Background: an optimization exercise with open tools, aiming at small area, a short achievable clock period and few clock cycles per item. Do not read the settings as production practice.
Only simulation tests tie the RTL to the original design; equivalence was not proved.
Power figures rest on the tool's default switching activity, not on a simulated workload.

==> flow/design.v (outline; a module is shown in full before it is edited, if it fits) <==
// module scr_search: 1257 lines
module scr_search(clk,rst,start,R_fixed,angle1,adder,error,X,Y,done);
  // ...
==> flow/run.sh <==
#!/bin/bash
# synth_recipe.tcl (not shown) runs the flow's synth.tcl, then flattens the netlist and writes it again
# the make line also repeats each setting of config.mk as NAME=value (left out here)
make -C /OpenROAD-flow-scripts/flow DESIGN_CONFIG=/design/flow/config.mk WORK_HOME=/design/flow/orfs CLKGATE_MAP_FILE= SYNTH_SCRIPT=/design/flow/synth_recipe.tcl finish
==> flow/config.mk <==
export PLATFORM = sky130hd
export DESIGN_NAME = scr_search
export DESIGN_NICKNAME = scr_search
export VERILOG_FILES = /design/flow/design.v
export SDC_FILE = /design/flow/constraint.sdc
export NUM_CORES = 4
export LEC_CHECK = 0
export ABC_AREA = 1
export CAP_MARGIN = 20
export CORE_MARGIN = 2
export CORE_UTILIZATION = 15
export PLACE_DENSITY = 0.3
export SLEW_MARGIN = 20
==> flow/constraint.sdc <==
create_clock -name core_clock -period 12.0 [get_ports {clk}]
set_input_delay 2.4000 -clock core_clock [delete_from_list [all_inputs] [get_ports {clk}]]
set_output_delay 2.4000 -clock core_clock [all_outputs]
set_load 0.01 [all_outputs]
==> flow_summary.yaml, run 1 <==
worst_setup_path:
  r2r_start: "done"
  cp-startpoint: "adder[1]"
  slowest_stage: "inv_1"
  cp_top_family: "simple AND/OR/NAND/NOR gates"
  slowest_delay_ns: 0.85
layout:
  nFlopsAndLatches: 9
  finalInstanceArea_sq_um: 23500
  final_common_cell: "nand2_1"
  comb.multi_input.count: 3608
  inverters: 720
  drive_above_1_share_pct: 5.94
  n_antenna_cell: 3
  sh_seq_area_pct: 1.11
  fin_cells: 6282
synthesis:
  synth-seq-cells: 9
  synth_fp_nets: 4484
  synth_flop_cell: "edfxtp_1"
  syn-cell-area_sq_um: 20100
  yosysMostFrequentCell: "nand2_1"
  synth_area_leaders: "nand2_1 23%, nor2_1 17%, inv_1 13%"
power_and_ir_drop:
  power_frac_clock_pct: 3.3
  top_power_group: "combinational logic"
  peakVddDrop_uv: 31.1
  powerSeq_w: 0.0000411
global_routing:
  grt-ovfl-total: 0
detailed_routing:
  wl_per_cell_um: 39.2
timing:
  period_share_pct: 90.7
  worst_clock_skew_ns: 0
  timing.fmax_mhz: 91.9
clock_network:
  cts.hold.buffers_added: 0
  cts_root_buf: "clkbuf_16"
  cts_buffers: 3
floorplan:
  die_y_um: 370
worst_hold_path:
  holdPathEnd: "done"
  hp-start: "done"
outcome:
  status: "timing/DRC/antenna clean"
placement:
  port-buffer-count: 48
Testbench counts, summed over its fixed seeds: cycles 384, queries 384.
==> run 2, diff against run 1 <==
--- a/flow/config.mk
+++ b/flow/config.mk
@@ -6,5 +6,4 @@
 export NUM_CORES = 4
 export LEC_CHECK = 0
-export ABC_AREA = 1
 export CAP_MARGIN = 20
 export CORE_MARGIN = 2
==> run 2 against run 1 <==
Effect of this change: via count is 13% lower; design area shrank 6.5%; first-iteration DRC count shrank 21%; cell count decreased by 25%; combinational power down 18%; critical endpoint is now Y[3]; synthesized cell count fell by 32%; area after synthesis is 8.9% lower; routed wire length decreased by 9.3%; count of clock-buffer cells in the layout did not move; power fell by 16%; register-to-register slack barely moved; largest power group unchanged; sequential power grew 15%.
==> flow_summary.yaml, run 2 <==
outcome:
  status: "timing/DRC/antenna clean"
detailed_routing:
  wirelength_um: 223000
  drc: 0
  initialDrtViolationCount: 4695
  vias: 29873
  firstDrtPassIters: 8
  drtAntennaViolNets: 0
  wl_per_cell_um: 47.6
  viasPerCell: 6.36
floorplan:
  die_w_um: 353
  pin_count: 49
  rows: 128
  start_util_pct: 15.1
  die_area_sq_um: 125000
  die_y_um: 353
  core-area_sq_um: 122000
worst_hold_path:
  min_path_type: "reg -> reg"
  hp-start: "done"
worst_setup_path:
  critPathKind: "in -> reg"
  crit_fanout: 14
  cp_data_arrival_time_ns: 11.45
  reg2reg_slack_ns: 11.45
  r2r_start: "done"
  cpMostUsedCell: "a21oi_1"
  critPathLaunchType: "input port"
  cp-startpoint: "R_fixed[9]"
  end_kind: "flop"
  slowest_stage: "clkdlybuf4s50_1"
  slowest_delay_ns: 0.92
  cp.required_ns: 11.98
timing:
  setup-violations-final: 0
  relSlewSlack_pct: 13.4
  tightest_slew_ns: 1.29
  timing.hold.ws_ns: 0.478
  worst_clock_skew_ns: 0
  grt_setup_unrepaired: "no"
  hold_viol: 0
  period_share_pct: 95.6
  drv_slew: 0
  timing.fmax_mhz: 87.2
  layout_min_cycle_time_ns: 11.47
  setup_tns_ns: 0
power_and_ir_drop:
  switching_share_pct: 68.6
  p_seq_share_pct: 3.3
  leakagePower_nw: 8.22
  peakVddDrop_uv: 41.2
  p_switching_w: 0.000977
  power_frac_clock_pct: 4.1
  comb_power_share_pct: 92.6
  p_per_area_nw_per_um2: 64.7
  p_int_w: 0.000448
synthesis:
  synth_flop_cell: "edfxtp_1"
  synth-edff-count: 8
  synth-seq-area-share_pct: 1.42
  synth_fp_nets: 3063
  async_reset_ff_share_pct: 0
  synth_commonest_cells: "314 x nand2_1, 288 x nor2_1, 177 x nand3_1"
  avgSynthCellArea_sq_um: 6.18
  synth_area_leaders: "nand2_1 6.4%, nor2_1 5.9%, nand3_1 4.8%"
  synth.distinct_cells: 97
  synth_area_leader_cell: "nand2_1"
  synth_cells: 2964
  syn-cell-area_sq_um: 18300
  synth-seq-cells: 9
  yosysMostFrequentCell: "nand2_1"
  synth_warnings: 1
  yosys.area.top_type_share_pct: 6.43
clock_network:
  cts_root_buf: "clkbuf_16"
  clkSinkCount: 9
  htree_levels: 1
  cts.hold.buffers_added: 0
  clock_latency_ns: 0.23
  cts_buffer_depth: 2
  postCtsSetupBuffers: 0
  cts_buffers: 3
  tritoncts: "built"
  cts_resized: 0
  clk_pin_slew_worst_paths_ns: 0.04
layout:
  final_common_cell: "nand2_1"
  area_growth_syn_to_layout_pct: 20.2
  drive_above_1_share_pct: 14.3
  fin_nets: 3163
  fin_util_pct: 18.1
  mostFrequentLayoutCells: "314 x nand2_1, 286 x nor2_1, 251 x buf_4"
  fin_cells: 4696
  top_regs: "X x4, Y x4, done x1"
  num-fill-cells: 14259
placement:
  post-place-cells: 4683
  port-buffer-count: 48
  routabilityCongestion: 1.10
  dpl.hpwl_um: 191000
global_routing:
  grt_max_degree: 50
  antenna_found_initial: 22
  grtUsageTotal_pct: 34.3
  grt_pass1_wl_um: 290000
  first_global_vias: 28345
  grt-ovfl-total: 0
run:
  drv_cap: 0
## run 2: cell types whose count changed after synthesis, sizes merged, moves of 64 or more
cell / previous run / this run
nand2b: 1 / 65
inv: 715 / 84
nor2: 981 / 288
nand4: 173 / 105
clkbuf: 4 / 119
nand3: 487 / 177
nand2: 1281 / 314
## run 2: cell type report
cell class	instances	area (sq um)	share of cell area [%]
Antenna cell	8	20.0	0.0909
Tap cell	1625	2030	9.23
Multi-Input combinational cell	2663	17000	77.2
Timing Repair Buffer	302	2300	10.5
Sequential cell	9	260	1.18
Inverter	85	319	1.45
Clock buffer	4	78.8	0.358
## run 2: worst paths after layout
check / to / cells past startpoint
min reg2reg: done / 2
min: done / 2
max: Y[3] / 29
max reg2reg: done / 2
## run 2: kinds of logic (layout without fill, tap and decap cells)
kind of cell	count (synthesis)	count (layout)	synth area share [%]
multiplexers	10	10	0.560
buffers and inverters	292	391	6.58
XOR/XNOR	15	15	0.799
adder cells (fa/ha/maj)	59	59	4.85
AND/OR/NAND/NOR	1835	1835	56.7
flip-flops	9	9	1.42
AO/OA/AOI/OAI	744	744	29.1
other	0	8	0
## run 2: per-stage QoR
stage	setup slack, ns	total power (W)	area [sq um]
3_5_place_dp	0.551	0.00129	21900
2_1_floorplan	2.77	0.000638	18300
4_1_cts	0.786	0.00136	22000
3_3_place_gp	0.586	0.00133	21900
6_report	0.533	0.00143	22000
5_1_grt	0.241	0.00144	22000
## run 2: power groups by stage
stage                clock, W  sequential [W]  combinational [W]
CTS                 0.0000605       0.0000476            0.00125
finish              0.0000589       0.0000471            0.00132
global placement            0       0.0000485            0.00129
floorplan                   0       0.0000501           0.000588
detailed placement          0       0.0000479            0.00124
global route        0.0000629       0.0000482            0.00133
## run 2: layer usage
layer,vias up,share of wire [%],global-route usage (%)
met1,14992,40,43.7
met4,16,9.4,24.8
met3,704,8.8,6.16
met5,-,0.049,0
li1,11756,-,-
met2,2405,42,51.9
## run 2: critical path, delay by kind of cell
family                     cells  cell delay (ns)
muxes                          1             0.35
xor gates and xnor gates       3             0.46
adders and majority gates      2             0.64
buffers and inverters          4             1.51
AOI/OAI and AO/OA             10             2.47
and+or+nand+nor                9             3.61

## port drivers added, routing unchanged
The results above use ideal ports. As a check the final layouts listed here were re-extracted and re-timed, cells and wires unchanged. Step 1 sets driving cells, clkbuf_16 on the clock port and buf_2 on the other inputs (assumed; they add their load-dependent delay and slew). Step 2 times the ports against the registers' clock, not the clock port: input delays grow and output delays shrink by t, the midpoint of the rising clock arrivals with the driver on. Slacks: ideal ports / drivers / drivers and shift; pairs: ideal ports / drivers.
run | t, ns | slack for setup (ns) | hold slack, ns
run 1 | 0.252 | 1.121 / 1.124 / 0.872 | 0.472 / 0.472 / 0.472
run 2 | 0.258 | 0.533 / 0.530 / 0.272 | 0.478 / 0.478 / 0.478
After both steps every run listed still meets setup and hold. For run 2, which loses most, drivers alone change the setup slack by -0.003 ns; drivers and shift together by -0.261 ns.
